This design comes from an exercise in tuning for small area and a short achievable clock period on the open sky130 flow, not from production work.
At most, simulation tests tie the RTL to the original design; equivalence was not proved.

==> run a: inputs <==
Design mas_mul_vedic_32x32, start of the top module:
module mas_mul_vedic_32x32 (
  input               clk,
  input               rstn,
  input        [31:0] in1,
  input        [31:0] in2,
  output logic [63:0] res
);
clock: 25.0 ns
lec_check: 0
abc_area: 1
cap_margin: 60
core_margin: 2
core_utilization: 55
slew_margin: 60
synth_hierarchical: 1
standard.sh (not shown) runs the stock make flow with config.mk's settings and CLKGATE_MAP_FILE= SYNTH_SCRIPT=/design/flow/synth_recipe.tcl, a recipe that flattens the netlist after the stock synthesis.
==> flow/flow/run.sh <==
#!/bin/bash
# The standard layout, with plain buffers (not delay cells) on the ports.
export BUFFER_PORTS_ARGS="-buffer_cell sky130_fd_sc_hd__buf_2"
bash standard.sh > standard.log 2>&1
==> inputs of run b, as changes to run a <==
--- a/flow/design.v
+++ b/flow/design.v
@@ -253,25 +253,27 @@
   output logic [63:0] res
 );
 wire  [63:0] p;
 wire  [15:0] eone, etwo, eneg;
 logic [15:0] bone, btwo, bneg;    
+logic        nb31;                
 logic [31:0] na;                  
 always_ff @(posedge clk, negedge rstn) begin
-  if (!rstn) begin
-    na  <= '1;
-    res <= '0;
-  end else begin
-    na  <= ~in1;
-    res <= p;
-  end
+  if (!rstn) res <= '0;
+  else       res <= p;
+end
+always_ff @(posedge clk) begin
+  na <= ~(in1 & {32{rstn}});
 end
 always_ff @(posedge clk) begin
   bone <= eone;
   btwo <= etwo;
   bneg <= eneg;
 end
+always_ff @(posedge clk) begin
+  nb31 <= ~in2[31];
+end
 assign eone[0] = ~(in2[0] ^ 1'b0);
 assign etwo[0] = ~((in2[1] & ~in2[0] & ~1'b0) | (~in2[1] & in2[0] & 1'b0));
 assign eneg[0] = in2[1];
 assign eone[1] = ~(in2[2] ^ in2[1]);
 assign etwo[1] = ~((in2[3] & ~in2[2] & ~in2[1]) | (~in2[3] & in2[2] & in2[1]));
@@ -908,42 +910,42 @@
 wire pp_15_29 = (~((one_15 | na[29]) & (two_15 | na[28]))) ^ neg_15;
 wire pp_15_30 = (~((one_15 | na[30]) & (two_15 | na[29]))) ^ neg_15;
 wire pp_15_31 = (~((one_15 | na[31]) & (two_15 | na[30]))) ^ neg_15;
 wire pp_15_32 = (~((one_15 | 1'b1) & (two_15 | na[31]))) ^ neg_15;
 wire nneg_15 = ~neg_15;
-wire pp_16_0 = ~na[0] & bneg[15];
-wire pp_16_1 = ~na[1] & bneg[15];
-wire pp_16_2 = ~na[2] & bneg[15];
-wire pp_16_3 = ~na[3] & bneg[15];
-wire pp_16_4 = ~na[4] & bneg[15];
-wire pp_16_5 = ~na[5] & bneg[15];
-wire pp_16_6 = ~na[6] & bneg[15];
-wire pp_16_7 = ~na[7] & bneg[15];
-wire pp_16_8 = ~na[8] & bneg[15];
-wire pp_16_9 = ~na[9] & bneg[15];
-wire pp_16_10 = ~na[10] & bneg[15];
-wire pp_16_11 = ~na[11] & bneg[15];
-wire pp_16_12 = ~na[12] & bneg[15];
-wire pp_16_13 = ~na[13] & bneg[15];
-wire pp_16_14 = ~na[14] & bneg[15];
-wire pp_16_15 = ~na[15] & bneg[15];
-wire pp_16_16 = ~na[16] & bneg[15];
-wire pp_16_17 = ~na[17] & bneg[15];
-wire pp_16_18 = ~na[18] & bneg[15];
-wire pp_16_19 = ~na[19] & bneg[15];
-wire pp_16_20 = ~na[20] & bneg[15];
-wire pp_16_21 = ~na[21] & bneg[15];
-wire pp_16_22 = ~na[22] & bneg[15];
-wire pp_16_23 = ~na[23] & bneg[15];
-wire pp_16_24 = ~na[24] & bneg[15];
-wire pp_16_25 = ~na[25] & bneg[15];
-wire pp_16_26 = ~na[26] & bneg[15];
-wire pp_16_27 = ~na[27] & bneg[15];
-wire pp_16_28 = ~na[28] & bneg[15];
-wire pp_16_29 = ~na[29] & bneg[15];
-wire pp_16_30 = ~na[30] & bneg[15];
-wire pp_16_31 = ~na[31] & bneg[15];
+wire pp_16_0 = ~(na[0] | nb31);
+wire pp_16_1 = ~(na[1] | nb31);
+wire pp_16_2 = ~(na[2] | nb31);
+wire pp_16_3 = ~(na[3] | nb31);
+wire pp_16_4 = ~(na[4] | nb31);
+wire pp_16_5 = ~(na[5] | nb31);
+wire pp_16_6 = ~(na[6] | nb31);
+wire pp_16_7 = ~(na[7] | nb31);
+wire pp_16_8 = ~(na[8] | nb31);
+wire pp_16_9 = ~(na[9] | nb31);
+wire pp_16_10 = ~(na[10] | nb31);
+wire pp_16_11 = ~(na[11] | nb31);
+wire pp_16_12 = ~(na[12] | nb31);
+wire pp_16_13 = ~(na[13] | nb31);
+wire pp_16_14 = ~(na[14] | nb31);
+wire pp_16_15 = ~(na[15] | nb31);
+wire pp_16_16 = ~(na[16] | nb31);
+wire pp_16_17 = ~(na[17] | nb31);
+wire pp_16_18 = ~(na[18] | nb31);
+wire pp_16_19 = ~(na[19] | nb31);
+wire pp_16_20 = ~(na[20] | nb31);
+wire pp_16_21 = ~(na[21] | nb31);
+wire pp_16_22 = ~(na[22] | nb31);
+wire pp_16_23 = ~(na[23] | nb31);
+wire pp_16_24 = ~(na[24] | nb31);
+wire pp_16_25 = ~(na[25] | nb31);
+wire pp_16_26 = ~(na[26] | nb31);
+wire pp_16_27 = ~(na[27] | nb31);
+wire pp_16_28 = ~(na[28] | nb31);
+wire pp_16_29 = ~(na[29] | nb31);
+wire pp_16_30 = ~(na[30] | nb31);
+wire pp_16_31 = ~(na[31] | nb31);
 wire s1, c2;
 mas_mul_ha u_s1 (.a(neg_12), .b(pp_0_24), .s(s1), .co(c2));
 wire s3, c4;
 mas_mul_ha u_s3 (.a(pp_0_25), .b(pp_1_23), .s(s3), .co(c4));
 wire s5, c6;
--- a/flow/config.mk
+++ b/flow/config.mk
@@ -6,8 +6,8 @@
 export NUM_CORES = 4
 export LEC_CHECK = 0
 export ABC_AREA = 1
 export CAP_MARGIN = 60
 export CORE_MARGIN = 2
-export CORE_UTILIZATION = 55
+export CORE_UTILIZATION = 45
 export SLEW_MARGIN = 60
 export SYNTH_HIERARCHICAL = 1
==> flow_summary.toml <==
[drt]
wirelength_mm = 89.6

[clock_network]
clk_pin_slew_ns = 0.08

[outcome]
run_status = "no timing/DRC/antenna violations"

[critical_path]
critPathBufInv = 1
worst-path-max-fanout = 1
crit_cells = 1
crit_type = "reg -> out"

[yosys]
ys_top_cells_by_count = "546 x xor2_1, 496 x o22ai_1, 485 x fa_1, 295 x nand2_1, 246 x clkbuf_1"
async_flop_share = 0.441

[floorplanning]
rows = 89
num_tap_cells = 773
The numbers above come from run b.

==> flow_summary.toml <==
[critical_path]
worst-path-max-fanout = 35
crit_type = "reg -> reg"
crit_cells = 19
critPathBufInv = 3

[floorplanning]
rows = 81
num_tap_cells = 622

[drt]
wirelength_mm = 88.6

[yosys]
ys_top_cells_by_count = "546 x xor2_1, 496 x o22ai_1, 485 x fa_1, 284 x nand2_1, 240 x clkbuf_1"
async_flop_share = 0.667

[outcome]
run_status = "no timing/DRC/antenna violations"

[clock_network]
clk_pin_slew_ns = 0.07
The numbers above come from run a.

Function not checked in run a: the RTL went through the layout flow alone.


==> lagoon: inputs <==
Starting RTL as in the previous note.
clock: 25.0 ns
lec_check: 0
abc_area: 1
cap_margin: 60
core_margin: 2
core_utilization: 40
slew_margin: 60
synth_hierarchical: 1
Scripts as last shown in full above: flow/flow/run.sh
==> indigo (differences from lagoon) <==
--- a/flow/design.v
+++ b/flow/design.v
@@ -251,14 +251,15 @@
   input        [31:0] in1,
   input        [31:0] in2,
   output logic [63:0] res
 );
 wire  [63:0] p;
 wire  [15:0] eone, etwo, eneg;
 logic [15:0] bone, btwo, bneg;    
+logic        nb31;                
 logic [31:0] na;                  
 always_ff @(posedge clk, negedge rstn) begin
   if (!rstn) begin
     na  <= '1;
     res <= '0;
   end else begin
     na  <= ~in1;
@@ -266,14 +267,17 @@
   end
 end
 always_ff @(posedge clk) begin
   bone <= eone;
   btwo <= etwo;
   bneg <= eneg;
 end
+always_ff @(posedge clk) begin
+  nb31 <= ~in2[31];
+end
 assign eone[0] = ~(in2[0] ^ 1'b0);
 assign etwo[0] = ~((in2[1] & ~in2[0] & ~1'b0) | (~in2[1] & in2[0] & 1'b0));
 assign eneg[0] = in2[1];
 assign eone[1] = ~(in2[2] ^ in2[1]);
 assign etwo[1] = ~((in2[3] & ~in2[2] & ~in2[1]) | (~in2[3] & in2[2] & in2[1]));
 assign eneg[1] = in2[3];
 assign eone[2] = ~(in2[4] ^ in2[3]);
@@ -906,46 +910,46 @@
 wire pp_15_27 = (~((one_15 | na[27]) & (two_15 | na[26]))) ^ neg_15;
 wire pp_15_28 = (~((one_15 | na[28]) & (two_15 | na[27]))) ^ neg_15;
 wire pp_15_29 = (~((one_15 | na[29]) & (two_15 | na[28]))) ^ neg_15;
 wire pp_15_30 = (~((one_15 | na[30]) & (two_15 | na[29]))) ^ neg_15;
 wire pp_15_31 = (~((one_15 | na[31]) & (two_15 | na[30]))) ^ neg_15;
 wire pp_15_32 = (~((one_15 | 1'b1) & (two_15 | na[31]))) ^ neg_15;
 wire nneg_15 = ~neg_15;
-wire pp_16_0 = ~na[0] & bneg[15];
-wire pp_16_1 = ~na[1] & bneg[15];
-wire pp_16_2 = ~na[2] & bneg[15];
-wire pp_16_3 = ~na[3] & bneg[15];
-wire pp_16_4 = ~na[4] & bneg[15];
-wire pp_16_5 = ~na[5] & bneg[15];
-wire pp_16_6 = ~na[6] & bneg[15];
-wire pp_16_7 = ~na[7] & bneg[15];
-wire pp_16_8 = ~na[8] & bneg[15];
-wire pp_16_9 = ~na[9] & bneg[15];
-wire pp_16_10 = ~na[10] & bneg[15];
-wire pp_16_11 = ~na[11] & bneg[15];
-wire pp_16_12 = ~na[12] & bneg[15];
-wire pp_16_13 = ~na[13] & bneg[15];
-wire pp_16_14 = ~na[14] & bneg[15];
-wire pp_16_15 = ~na[15] & bneg[15];
-wire pp_16_16 = ~na[16] & bneg[15];
-wire pp_16_17 = ~na[17] & bneg[15];
-wire pp_16_18 = ~na[18] & bneg[15];
-wire pp_16_19 = ~na[19] & bneg[15];
-wire pp_16_20 = ~na[20] & bneg[15];
-wire pp_16_21 = ~na[21] & bneg[15];
-wire pp_16_22 = ~na[22] & bneg[15];
-wire pp_16_23 = ~na[23] & bneg[15];
-wire pp_16_24 = ~na[24] & bneg[15];
-wire pp_16_25 = ~na[25] & bneg[15];
-wire pp_16_26 = ~na[26] & bneg[15];
-wire pp_16_27 = ~na[27] & bneg[15];
-wire pp_16_28 = ~na[28] & bneg[15];
-wire pp_16_29 = ~na[29] & bneg[15];
-wire pp_16_30 = ~na[30] & bneg[15];
-wire pp_16_31 = ~na[31] & bneg[15];
+wire pp_16_0 = ~(na[0] | nb31);
+wire pp_16_1 = ~(na[1] | nb31);
+wire pp_16_2 = ~(na[2] | nb31);
+wire pp_16_3 = ~(na[3] | nb31);
+wire pp_16_4 = ~(na[4] | nb31);
+wire pp_16_5 = ~(na[5] | nb31);
+wire pp_16_6 = ~(na[6] | nb31);
+wire pp_16_7 = ~(na[7] | nb31);
+wire pp_16_8 = ~(na[8] | nb31);
+wire pp_16_9 = ~(na[9] | nb31);
+wire pp_16_10 = ~(na[10] | nb31);
+wire pp_16_11 = ~(na[11] | nb31);
+wire pp_16_12 = ~(na[12] | nb31);
+wire pp_16_13 = ~(na[13] | nb31);
+wire pp_16_14 = ~(na[14] | nb31);
+wire pp_16_15 = ~(na[15] | nb31);
+wire pp_16_16 = ~(na[16] | nb31);
+wire pp_16_17 = ~(na[17] | nb31);
+wire pp_16_18 = ~(na[18] | nb31);
+wire pp_16_19 = ~(na[19] | nb31);
+wire pp_16_20 = ~(na[20] | nb31);
+wire pp_16_21 = ~(na[21] | nb31);
+wire pp_16_22 = ~(na[22] | nb31);
+wire pp_16_23 = ~(na[23] | nb31);
+wire pp_16_24 = ~(na[24] | nb31);
+wire pp_16_25 = ~(na[25] | nb31);
+wire pp_16_26 = ~(na[26] | nb31);
+wire pp_16_27 = ~(na[27] | nb31);
+wire pp_16_28 = ~(na[28] | nb31);
+wire pp_16_29 = ~(na[29] | nb31);
+wire pp_16_30 = ~(na[30] | nb31);
+wire pp_16_31 = ~(na[31] | nb31);
 wire s1, c2;
 mas_mul_ha u_s1 (.a(neg_12), .b(pp_0_24), .s(s1), .co(c2));
 wire s3, c4;
 mas_mul_ha u_s3 (.a(pp_0_25), .b(pp_1_23), .s(s3), .co(c4));
 wire s5, c6;
 mas_mul_fa u_s5 (.a(neg_13), .b(pp_0_26), .c(pp_1_24), .s(s5), .co(c6));
 wire s7, c8;
- CORE_UTILIZATION: 40 -> 55
- CTS_BUF_LIST: unset -> sky130_fd_sc_hd__clkbuf_8
==> qor summary <==
| metric | lagoon | indigo |
|---|---|---|
| Buffers plus inverters on the worst setup path | 3 | 2 |
| Clock period minus worst slack | 6.260 ns | 6.147 ns |
| Sequential share of the synthesized area | 12.64% | 12.67% |
| Starting density of the core | 40.24% | 55.44% |
| Largest fanout on the critical path | 35 | 33 |
| Via count of the routed design | 22,620 | 22,250 |
| Synth top area share | 36.06% | 35.93% |
| CP Data Arrival Time | 6.69 ns | 6.62 ns |
| Worst setup endpoint | res[52] | res[33] |
| Non-clock buffering overhead | 4.188% | 3.937% |
| Slew at the pin with the worst max-slew slack | 0.6272 ns | 0.5856 ns |
| Setup slack on the worst flop-to-flop path | 18.74 ns | 18.85 ns |
| Total Routing Usage GR | 26.93% | 36.16% |
| Final period utilization | 25.04% | 24.59% |
| Async set-reset flop share out of synthesis | 66.67% | 66.21% |
| Run status | finished clean | finished clean |
| Die width | 263.5 um | 225.7 um |
| Flop and latch count out of synthesis | 144 | 145 |
| Area growth syn-to-layout | 6.956% | 5.023% |
| Hold Slack | 0.8289 ns | 0.7840 ns |
| Finished layout cell area | 28,800 um^2 | 28,380 um^2 |
No functional check of the RTL was part of any run of this note.


==> inputs of build 74 <==
mas_mul_vedic_32x32, a different RTL version from the one above (not shown whole).
==> flow/design.v (excerpt) <==
module mas_mul_vedic_32x32 (
  input               clk,
  input               rstn,
  input        [31:0] in1,
  input        [31:0] in2,
  output logic [63:0] res
);
logic [31:0] a;
wire  [63:0] p;
wire  [15:0] eone, etwo, eneg;
logic [15:0] bone, btwo, bneg;
always_ff @(posedge clk, negedge rstn) begin
  if (!rstn) begin
    a   <= '0;
    res <= '0;
  end else begin
    a   <= in1;
    res <= p;
  end
end
always_ff @(posedge clk) begin
  bone <= eone;
  btwo <= etwo;
  bneg <= eneg;
end
assign eone[0] = in2[0] ^ 1'b0;
assign etwo[0] = (in2[1] & ~in2[0] & ~1'b0) | (~in2[1] & in2[0] & 1'b0);
assign eneg[0] = in2[1];
assign eone[1] = in2[2] ^ in2[1];
assign etwo[1] = (in2[3] & ~in2[2] & ~in2[1]) | (~in2[3] & in2[2] & in2[1]);
assign eneg[1] = in2[3];
assign eone[2] = in2[4] ^ in2[3];
assign etwo[2] = (in2[5] & ~in2[4] & ~in2[3]) | (~in2[5] & in2[4] & in2[3]);
assign eneg[2] = in2[5];
assign eone[3] = in2[6] ^ in2[5];
assign etwo[3] = (in2[7] & ~in2[6] & ~in2[5]) | (~in2[7] & in2[6] & in2[5]);
assign eneg[3] = in2[7];
assign eone[4] = in2[8] ^ in2[7];
assign etwo[4] = (in2[9] & ~in2[8] & ~in2[7]) | (~in2[9] & in2[8] & in2[7]);
assign eneg[4] = in2[9];
assign eone[5] = in2[10] ^ in2[9];
assign etwo[5] = (in2[11] & ~in2[10] & ~in2[9]) | (~in2[11] & in2[10] & in2[9]);
assign eneg[5] = in2[11];
  ...
Settings: LEC_CHECK=0, ABC_AREA=1, CAP_MARGIN=20, CORE_MARGIN=2, CORE_UTILIZATION=40, SLEW_MARGIN=80, SYNTH_HIERARCHICAL=1; clock period 25.0 ns.
Scripts as last shown in full above: flow/flow/run.sh
==> trial 41: changes against build 74 <==
--- a/flow/config.mk
+++ b/flow/config.mk
@@ -11,3 +11,3 @@
 export CORE_UTILIZATION = 40
-export SLEW_MARGIN = 80
+export SLEW_MARGIN = 20
 export SYNTH_HIERARCHICAL = 1
==> build 62: changes against build 74 <==
--- a/flow/config.mk
+++ b/flow/config.mk
@@ -8,6 +8,6 @@
 export ABC_AREA = 1
-export CAP_MARGIN = 20
+export CAP_MARGIN = 60
 export CORE_MARGIN = 2
 export CORE_UTILIZATION = 40
-export SLEW_MARGIN = 80
+export SLEW_MARGIN = 60
 export SYNTH_HIERARCHICAL = 1
==> run notes <==
metric                                                      trial 41     build 62     build 74
Outcome                             no timing/DRC/antenna violations  no timing/DRC/antenna violations  no timing/DRC/antenna violations
Start point of the critical path                               a[31]      bneg[1]      res[50]
Final layout net count                                         3,646        3,647        3,697
Number of buffers outside the clock class in the layout          208          209          259
Total of clock buffers placed in the layout                       18           21           21
Placed Instance Area                                     28,700 um^2  28,800 um^2  30,300 um^2
Antenna violations before repair                                   0            1            0
Half-perimeter wire length after detailed placement        62,900 um    62,900 um    66,900 um
Met1 layer wirelength in the final routing                 34,300 um    35,300 um    35,800 um
Fraction of met2 tracks used by global routing                 41.7%        41.9%        41.7%
Smallest setup slack after layout                          18,270 ps    18,840 ps    18,950 ps

## separate check: timing with driven ports
No port has a modelled driver above. Below, the same layouts with a new extraction and two added sets of constraints. Step 1 assumes that a clkbuf_16 drives the clock port and a buf_2 every other input. Step 2 adds t to the input delays and takes it off the output delays; t is the mean of the earliest and latest rising clock arrival at the registers after step 1. Input paths then give back, and output paths get back, about the clock's delay inside the block. Slacks: ideal ports / drivers / drivers and shift; pairs: ideal ports / drivers.
run | t (ns) | slack for setup (ns) | worst setup path after step 2 | clock arrival spread, ns | slew at the worst register clock pin (ns)
run a | 0.564 | 18.773 / 18.773 / 18.773 | register to register | 0.026 / 0.025 | 0.09 / 0.09
run b | 0.557 | 18.966 / 18.905 / 18.826 | input to register | 0.028 / 0.028 | 0.08 / 0.08
lagoon | 0.554 | 18.740 / 18.740 / 18.740 | register to register | 0.026 / 0.026 | 0.09 / 0.09
indigo | 0.631 | 18.853 / 18.833 / 18.853 | register to register | 0.022 / 0.021 | 0.12 / 0.12
build 74 | 0.550 | 18.948 / 18.888 / 19.105 | register to register | 0.013 / 0.013 | 0.08 / 0.08
trial 41 | 0.551 | 18.274 / 18.274 / 18.274 | register to register | 0.023 / 0.023 | 0.08 / 0.08
build 62 | 0.548 | 18.841 / 18.841 / 18.841 | register to register | 0.020 / 0.019 | 0.08 / 0.08
After both steps every run listed still meets setup and hold. For run b, which loses most, drivers alone change the setup slack by -0.061 ns; drivers and shift together by -0.140 ns.
